This is an optimization exercise on Yosys and OpenROAD, whose aim is small area, not a production implementation.
Function was checked by simulation only, so behaviour that the tests miss may differ from the original.

Design mc6809i, start of the top module:
module mc6809i
#(
    parameter ILLEGAL_INSTRUCTIONS="GHOST"
)
(
    input   [7:0]  D,
    output  [7:0]  DOut,
    output  [15:0] ADDR,
    output  RnW,
    input   clk,
    output  BS,
    output  BA,
    input   nIRQ,
    input   nFIRQ,
    input   nNMI,
    output  AVMA,
    output  BUSY,
    output  LIC,
    input   nHALT,
    input   nRESET,
    input   nDMABREQ
);
reg     [7:0]   a;
reg     [7:0]   b;
reg     [15:0]  x;
reg     [15:0]  y;
reg     [15:0]  u;
reg     [15:0]  s;
reg     [15:0]  pc;
reg     [7:0]   dp;
reg     [7:0]   cc;
reg     [15:0]  ea;
reg     [7:0]   Inst1;
reg     [7:0]   Inst2;       
reg             InstPage2;
reg             InstPage3;
reg     [5:0]   st;          
reg             fhi;         
reg     rnRESET;
reg     NMILatched;
reg     NMISample2;
reg     NMIMask;
reg     IRQSample2;
reg     IRQLatched;
reg     FIRQSample2;
reg     FIRQLatched;
reg     HALTSample2;
reg     HALTLatched;
reg     DMABREQSample2;
reg     DMABREQLatched;
localparam CC_E=  8'H80;
localparam CC_F=  8'H40;
localparam CC_H=  8'H20;
localparam CC_I=  8'H10;
localparam CC_N=  8'H08;
localparam CC_Z=  8'H04;
localparam CC_V=  8'H02;
localparam CC_C=  8'H01;
localparam CC_E_BIT=  3'd7;
localparam CC_F_BIT=  3'd6;
localparam CC_H_BIT=  3'd5;
localparam CC_I_BIT=  3'd4;
localparam CC_N_BIT=  3'd3;
localparam CC_Z_BIT=  3'd2;
localparam CC_V_BIT=  3'd1;
localparam CC_C_BIT=  3'd0;
localparam INTTYPE_NMI      = 3'H0 ;
localparam INTTYPE_IRQ      = 3'H1 ;
localparam INTTYPE_FIRQ     = 3'H2 ;
localparam INTTYPE_SWI      = 3'H3 ;
localparam INTTYPE_SWI2     = 3'H4 ;
localparam INTTYPE_SWI3     = 3'H5 ;
localparam IDX_REG_X   =  3'd0;
localparam IDX_REG_Y   =  3'd1;
localparam IDX_REG_U   =  3'd2;
localparam IDX_REG_S   =  3'd3;
localparam IDX_REG_PC  =  3'd4;
localparam IDX_MODE_POSTINC1   =  4'd0;
localparam IDX_MODE_POSTINC2   =  4'd1;
localparam IDX_MODE_PREDEC1    =  4'd2;
localparam IDX_MODE_PREDEC2    =  4'd3;
localparam IDX_MODE_NOOFFSET   =  4'd4;
  ...
For scale: ~2000 cells after synthesis, roughly 170 flip-flops, about 45 I/O pins.
clock: 24.0 ns
lec_check: 0
abc_area: 1
cap_margin: 20
core_margin: 2
core_utilization: 40
gpl_timing_driven: 0
place_density: 0.55
slew_margin: 20
standard.sh (not shown) runs the stock make flow with config.mk's settings and CLKGATE_MAP_FILE= SYNTH_SCRIPT=/design/flow/synth_recipe.tcl, a recipe that flattens the netlist after the stock synthesis.
==> flow/flow/run.sh <==
#!/bin/bash
# The standard layout (standard.sh), with two changes:
#  - synthesis maps the logic with a stronger area-oriented ABC script
#    (flow/abc_area2.script); everything else in synthesis (yosys synth with
#    -nofsm -noshare, flattening, renaming, registers) is the standard flow's own script;
#  - clock tree synthesis uses clkbuf_16 and no dummy loads;
#  - the port buffers are buf_1 cells.
set -euo pipefail
W=$(pwd)
cat > "$W/my_synth.tcl" <<EOT
proc abc {args} {
  set i [lsearch \$args -script]
  if {\$i >= 0} { lset args [expr {\$i+1}] $W/flow/abc_area2.script }
  yosys abc {*}\$args
}
source $W/synth_recipe.tcl
EOT
sed "s|SYNTH_SCRIPT=[^ ]*|SYNTH_SCRIPT=$W/my_synth.tcl|" standard.sh > my_standard.sh
grep -q "SYNTH_SCRIPT=$W/my_synth.tcl" my_standard.sh
export CTS_ARGS="-sink_clustering_enable -repair_clock_nets -buf_list sky130_fd_sc_hd__clkbuf_16 -dont_use_dummy_load"
export BUFFER_PORTS_ARGS="-buffer_cell sky130_fd_sc_hd__buf_1"
bash my_standard.sh > flow_make.log 2>&1
==> flow/flow/abc_area2.script <==
strash
ifraig
dc2
drw
drf
dc2
&get -n
&deepsyn -T 80
&put
dc2
drw
&get -n
&deepsyn -T 80
&put
dc2
drf
&get -n
&deepsyn -T 80
&put
dch -f
amap
strash
dc2
drw
dch -f
amap
strash
dc2
dch -f
amap
topo
Change:
==> flow/flow/abc_area2.script (replaced) <==
strash
ifraig
dc2
drw
drf
dc2
&get -n
&deepsyn -T 150
&put
dc2
drw
&get -n
&deepsyn -T 150
&put
dc2
drf
&get -n
&deepsyn -T 150
&put
dch -f
amap
strash
dc2
drw
dch -f
amap
strash
dc2
dch -f
amap
topo
Result:
- The changed run finished with timing, DRC and antenna clean
- design area barely changes
- first-iteration DRC count goes down by 3.2%
- via count goes down by 0.91%
- fmax goes up by 8.1%
- synthesized area goes down by 0.34%
- hold slack improved by 0.0095 ns
Change:
--- a/flow/flow/run.sh
+++ b/flow/flow/run.sh
@@ -4,6 +4,5 @@
 #    (flow/abc_area2.script); everything else in synthesis (yosys synth with
 #    -nofsm -noshare, flattening, renaming, registers) is the standard flow's own script;
-#  - clock tree synthesis uses clkbuf_16 and no dummy loads;
-#  - the port buffers are buf_1 cells.
+#  - clock tree synthesis uses clkbuf_16 and no dummy loads.
 set -euo pipefail
 W=$(pwd)
@@ -19,4 +18,3 @@
 grep -q "SYNTH_SCRIPT=$W/my_synth.tcl" my_standard.sh
 export CTS_ARGS="-sink_clustering_enable -repair_clock_nets -buf_list sky130_fd_sc_hd__clkbuf_16 -dont_use_dummy_load"
-export BUFFER_PORTS_ARGS="-buffer_cell sky130_fd_sc_hd__buf_1"
 bash my_standard.sh > flow_make.log 2>&1
==> flow/flow/abc_area2.script (replaced) <==
strash
ifraig
dc2
drw
drf
dc2
&get -n
&deepsyn -T 80
&put
dc2
drw
&get -n
&deepsyn -T 80
&put
dc2
drf
&get -n
&deepsyn -T 80
&put
dch -f
amap
strash
dc2
drw
dch -f
amap
strash
dc2
dch -f
amap
topo
What happened: Utilization grows by 0.98 points; critical path depth grows by 9.

Another version of the RTL of mc6809i (not shown whole).
For scale: roughly 2,000 cells after synthesis, roughly 170 flip-flops, roughly 0.015 mm² of cells after synthesis.
Settings: LEC_CHECK=0, ABC_AREA=1, CAP_MARGIN=20, CORE_MARGIN=2, CORE_UTILIZATION=40, GPL_TIMING_DRIVEN=0, PLACE_DENSITY=0.55, SLEW_MARGIN=20; clock period 24.0 ns.
==> flow/flow/run.sh <==
#!/bin/bash
# The standard layout (standard.sh), with two changes:
#  - synthesis maps the logic with a stronger area-oriented ABC script
#    (flow/abc_area2.script); everything else in synthesis (yosys synth with
#    -nofsm -noshare, flattening, renaming, registers) is the standard flow's own script;
#  - clock tree synthesis uses clkbuf_16 and no dummy loads;
#  - the port buffers are buf_1 cells.
set -euo pipefail
W=$(pwd)
cat > "$W/my_synth.tcl" <<EOT
proc abc {args} {
  set i [lsearch \$args -script]
  if {\$i >= 0} { lset args [expr {\$i+1}] $W/flow/abc_area2.script }
  yosys abc {*}\$args
}
source $W/synth_recipe.tcl
EOT
sed "s|SYNTH_SCRIPT=[^ ]*|SYNTH_SCRIPT=$W/my_synth.tcl|" standard.sh > my_standard.sh
grep -q "SYNTH_SCRIPT=$W/my_synth.tcl" my_standard.sh
export CTS_ARGS="-sink_clustering_enable -repair_clock_nets -buf_list sky130_fd_sc_hd__clkbuf_16 -dont_use_dummy_load"
export BUFFER_PORTS_ARGS="-buffer_cell sky130_fd_sc_hd__buf_1"
bash my_standard.sh > flow_make.log 2>&1
==> flow/flow/abc_area2.script <==
strash
ifraig
dc2
drw
drf
dc2
&get -n
&deepsyn -T 60
&put
dc2
drw
&get -n
&deepsyn -T 60
&put
dch -f
amap
strash
dc2
drw
dch -f
amap
strash
dc2
dch -f
amap
topo
The first run went through all stages and came out clean.
==> next run, changes <==
--- a/flow/flow/run.sh
+++ b/flow/flow/run.sh
@@ -6 +6 @@
-#  - clock tree synthesis uses clkbuf_16 and no dummy loads;
+#  - clock tree synthesis uses clkbuf_8 and no dummy loads;
@@ -20 +20 @@
-export CTS_ARGS="-sink_clustering_enable -repair_clock_nets -buf_list sky130_fd_sc_hd__clkbuf_16 -dont_use_dummy_load"
+export CTS_ARGS="-sink_clustering_enable -repair_clock_nets -buf_list sky130_fd_sc_hd__clkbuf_8 -dont_use_dummy_load"
==> flow/flow/abc_area2.script (replaced) <==
strash
ifraig
dc2
drw
drf
dc2
dch -f
amap
strash
dc2
drw
dch -f
amap
strash
dc2
dch -f
amap
topo
Settings changed: CTS_BUF_LIST set to sky130_fd_sc_hd__clkbuf_8.
Wire length grows by 8.6%.
Non-clock buffer count does not change.
Synthesized area grows by 6.9%.
Final area grows by 5.9%.
Sequential share of layout area shrinks by 1.7 points.
Via count grows by 8.4%.
Setup slack gains 0.27 ns.
Register-to-register slack gains 0.27 ns.
==> next run, changes <==
--- a/flow/flow/run.sh
+++ b/flow/flow/run.sh
@@ -6,2 +6 @@
-#  - clock tree synthesis uses clkbuf_8 and no dummy loads;
-#  - the port buffers are buf_1 cells.
+#  - clock tree synthesis uses clkbuf_16 and no dummy loads.
@@ -20,2 +19 @@
-export CTS_ARGS="-sink_clustering_enable -repair_clock_nets -buf_list sky130_fd_sc_hd__clkbuf_8 -dont_use_dummy_load"
-export BUFFER_PORTS_ARGS="-buffer_cell sky130_fd_sc_hd__buf_1"
+export CTS_ARGS="-sink_clustering_enable -repair_clock_nets -buf_list sky130_fd_sc_hd__clkbuf_16 -dont_use_dummy_load"
--- a/flow/flow/abc_area2.script
+++ b/flow/flow/abc_area2.script
@@ -6,0 +7,8 @@
+&get -n
+&deepsyn -T 60
+&put
+dc2
+drw
+&get -n
+&deepsyn -T 60
+&put
Settings changed: CTS_BUF_LIST sky130_fd_sc_hd__clkbuf_8 to unset.
The new run completed with no timing, DRC or antenna violations.
Final area fell by 3.8%.
Die area drops by 6.3%.
Setup slack degrades by 0.12 ns.
==> next run, changes <==
--- a/flow/flow/run.sh
+++ b/flow/flow/run.sh
@@ -6 +6 @@
-#  - clock tree synthesis uses clkbuf_16 and no dummy loads.
+#  - clock tree synthesis uses clkbuf_8 and no dummy loads.
@@ -19 +19 @@
-export CTS_ARGS="-sink_clustering_enable -repair_clock_nets -buf_list sky130_fd_sc_hd__clkbuf_16 -dont_use_dummy_load"
+export CTS_ARGS="-sink_clustering_enable -repair_clock_nets -buf_list sky130_fd_sc_hd__clkbuf_8 -dont_use_dummy_load"
==> flow/flow/abc_area2.script (replaced) <==
strash
ifraig
dc2
drw
drf
dc2
dch -f
amap
strash
dc2
drw
dch -f
amap
strash
dc2
dch -f
amap
topo
Settings changed: CTS_BUF_LIST set to sky130_fd_sc_hd__clkbuf_8.
Outcome:
- count of clock-buffer cells in the layout stays the same
- global-route usage increases by 0.19 points
- cell area increases by about 5.4%
- maximum frequency increases by 1.2%
- cell count increases by 8.9%

Another version of the RTL of mc6809i (not shown whole).
Size in the first run: about 3100 cells after synthesis, about 170 flip-flops, ~19000 um^2 of cells after synthesis.
==> flow/config.mk <==
export PLATFORM = sky130hd
export DESIGN_NAME = mc6809i
export DESIGN_NICKNAME = mc6809i
export VERILOG_FILES = /design/flow/design.v
export SDC_FILE = /design/flow/constraint.sdc
export NUM_CORES = 4
export LEC_CHECK = 0
export ABC_AREA = 1
export CAP_MARGIN = 20
export CORE_MARGIN = 2
export CORE_UTILIZATION = 55
export CTS_BUF_LIST = sky130_fd_sc_hd__clkbuf_4 sky130_fd_sc_hd__clkbuf_8
export PLACE_DENSITY = 0.65
export SLEW_MARGIN = 20
==> flow/constraint.sdc <==
create_clock -name core_clock -period 24.0 [get_ports {clk}]
set_input_delay 4.8000 -clock core_clock [delete_from_list [all_inputs] [get_ports {clk}]]
set_output_delay 4.8000 -clock core_clock [all_outputs]
set_load 0.01 [all_outputs]
run.sh (not shown) runs the stock make flow with config.mk's settings and CLKGATE_MAP_FILE= SYNTH_SCRIPT=/design/flow/synth_recipe.tcl, a recipe that flattens the netlist after the stock synthesis.
Stock flow here: none of the scripts above is used.
Edit:
==> flow/flow/run.sh (new file) <==
#!/bin/bash
set -euo pipefail
W=$(pwd)
cat > "$W/my_synth.tcl" <<EOT
proc abc {args} {
  set i [lsearch \$args -script]
  if {\$i >= 0} { lset args [expr {\$i+1}] $W/flow/abc_area2.script }
  yosys abc {*}\$args
}
source $W/synth_recipe.tcl
EOT
sed "s|SYNTH_SCRIPT=[^ ]*|SYNTH_SCRIPT=$W/my_synth.tcl|" standard.sh > my_standard.sh
grep -q "SYNTH_SCRIPT=$W/my_synth.tcl" my_standard.sh
bash my_standard.sh > flow_make.log 2>&1
==> flow/flow/abc_area2.script (new file) <==
strash
ifraig
scorr
dc2
strash
dch -f
amap
topo
==> flow/standard.sh (new file) <==
#!/bin/bash
# synth_recipe.tcl (not shown) runs the flow's synth.tcl, then flattens the netlist and writes it again
# the make line also repeats each setting of config.mk as NAME=value (left out here)
make -C /OpenROAD-flow-scripts/flow DESIGN_CONFIG=/design/flow/config.mk WORK_HOME=/design/flow/orfs CLKGATE_MAP_FILE= SYNTH_SCRIPT=/design/flow/synth_recipe.tcl "${@:-finish}"
- CORE_UTILIZATION: 55 -> 30
- CTS_BUF_LIST: sky130_fd_sc_hd__clkbuf_4 sky130_fd_sc_hd__clkbuf_8 -> unset
- PLACE_DENSITY: 0.65 -> 0.45
removed: flow/run.sh
Non-clock buffer count rises by 76.
Die area went up by well over a third.
Clock skew drops by 0.0076 ns.
Final area went down by a little under a tenth.
Setup slack gets worse by 3.3 ns.
Register-to-register slack is worse by 4.8 ns.
Routed wire length rises by roughly a tenth.
Count of clock-buffer cells in the layout came out lower by 3.
Sequential share of layout area is higher by 1.9 points.
Edit:
==> flow/run.sh (new file) <==
#!/bin/bash
# synth_recipe.tcl (not shown) runs the flow's synth.tcl, then flattens the netlist and writes it again
# the make line also repeats each setting of config.mk as NAME=value (left out here)
make -C /OpenROAD-flow-scripts/flow DESIGN_CONFIG=/design/flow/config.mk WORK_HOME=/design/flow/orfs CLKGATE_MAP_FILE= SYNTH_SCRIPT=/design/flow/synth_recipe.tcl finish
removed: flow/flow/run.sh
removed: flow/flow/abc_area2.script
removed: flow/standard.sh
First-iteration DRC count decreases by a quarter to a third.
Critical path depth went up by 10.
Wire length grows by roughly a tenth.
Final area grows by roughly a tenth.
Area after synthesis went up by about a fifth.
Clock-buffer cell count does not change.
Die area went up by about a fifth.
Worst setup slack gains 2.9 ns.

separate check: timing with driven ports:
The flow's constraints put no driver on any port. The routed layouts listed below were extracted and timed again, unchanged, in two steps.
Step 1 sets driving cells, clkbuf_16 on the clock port and buf_2 on the other inputs (assumed; they add their load-dependent delay and slew).
Step 2, shift: input delay + t, output delay - t, t = (earliest + latest rising clock arrival at the registers) / 2. This alone moves slack from input paths to output paths.
Slacks: ideal ports / drivers / drivers and shift; pairs: ideal ports / drivers.
run | t, ns | setup WS [ns] | worst register clock-pin slew, ns | worst data-port slew with drivers (ns)
the first run of note 1 | 0.509 | 1.865 / 1.865 / 1.672 | 0.08 / 0.08 | 0.05
the second run of note 1 | 0.500 | 3.528 / 3.551 / 3.051 | 0.07 / 0.07 | 0.05
the third run of note 1 | 0.513 | 2.215 / 2.250 / 1.737 | 0.08 / 0.08 | 0.04
the first run of note 2 | 0.524 | 1.893 / 1.893 / 1.893 | 0.09 / 0.09 | 0.03
the second run of note 2 | 0.623 | 2.164 / 2.164 / 2.077 | 0.11 / 0.11 | 0.04
the third run of note 2 | 0.523 | 2.042 / 2.042 / 1.834 | 0.11 / 0.11 | 0.04
the fourth run of note 2 | 0.621 | 2.304 / 2.304 / 1.885 | 0.12 / 0.12 | 0.04
the first run of note 3 | 0.608 | 8.474 / 8.510 / 7.902 | 0.12 / 0.12 | 0.05
the second run of note 3 | 0.568 | 5.181 / 5.223 / 4.655 | 0.09 / 0.09 | 0.06
the third run of note 3 | 0.569 | 8.121 / 8.169 / 7.601 | 0.10 / 0.10 | 0.05
After both steps setup and hold are still met in every run listed. The setup slack of the first run of note 3, which loses most, moves by +0.036 ns with the drivers and by -0.572 ns with both steps.
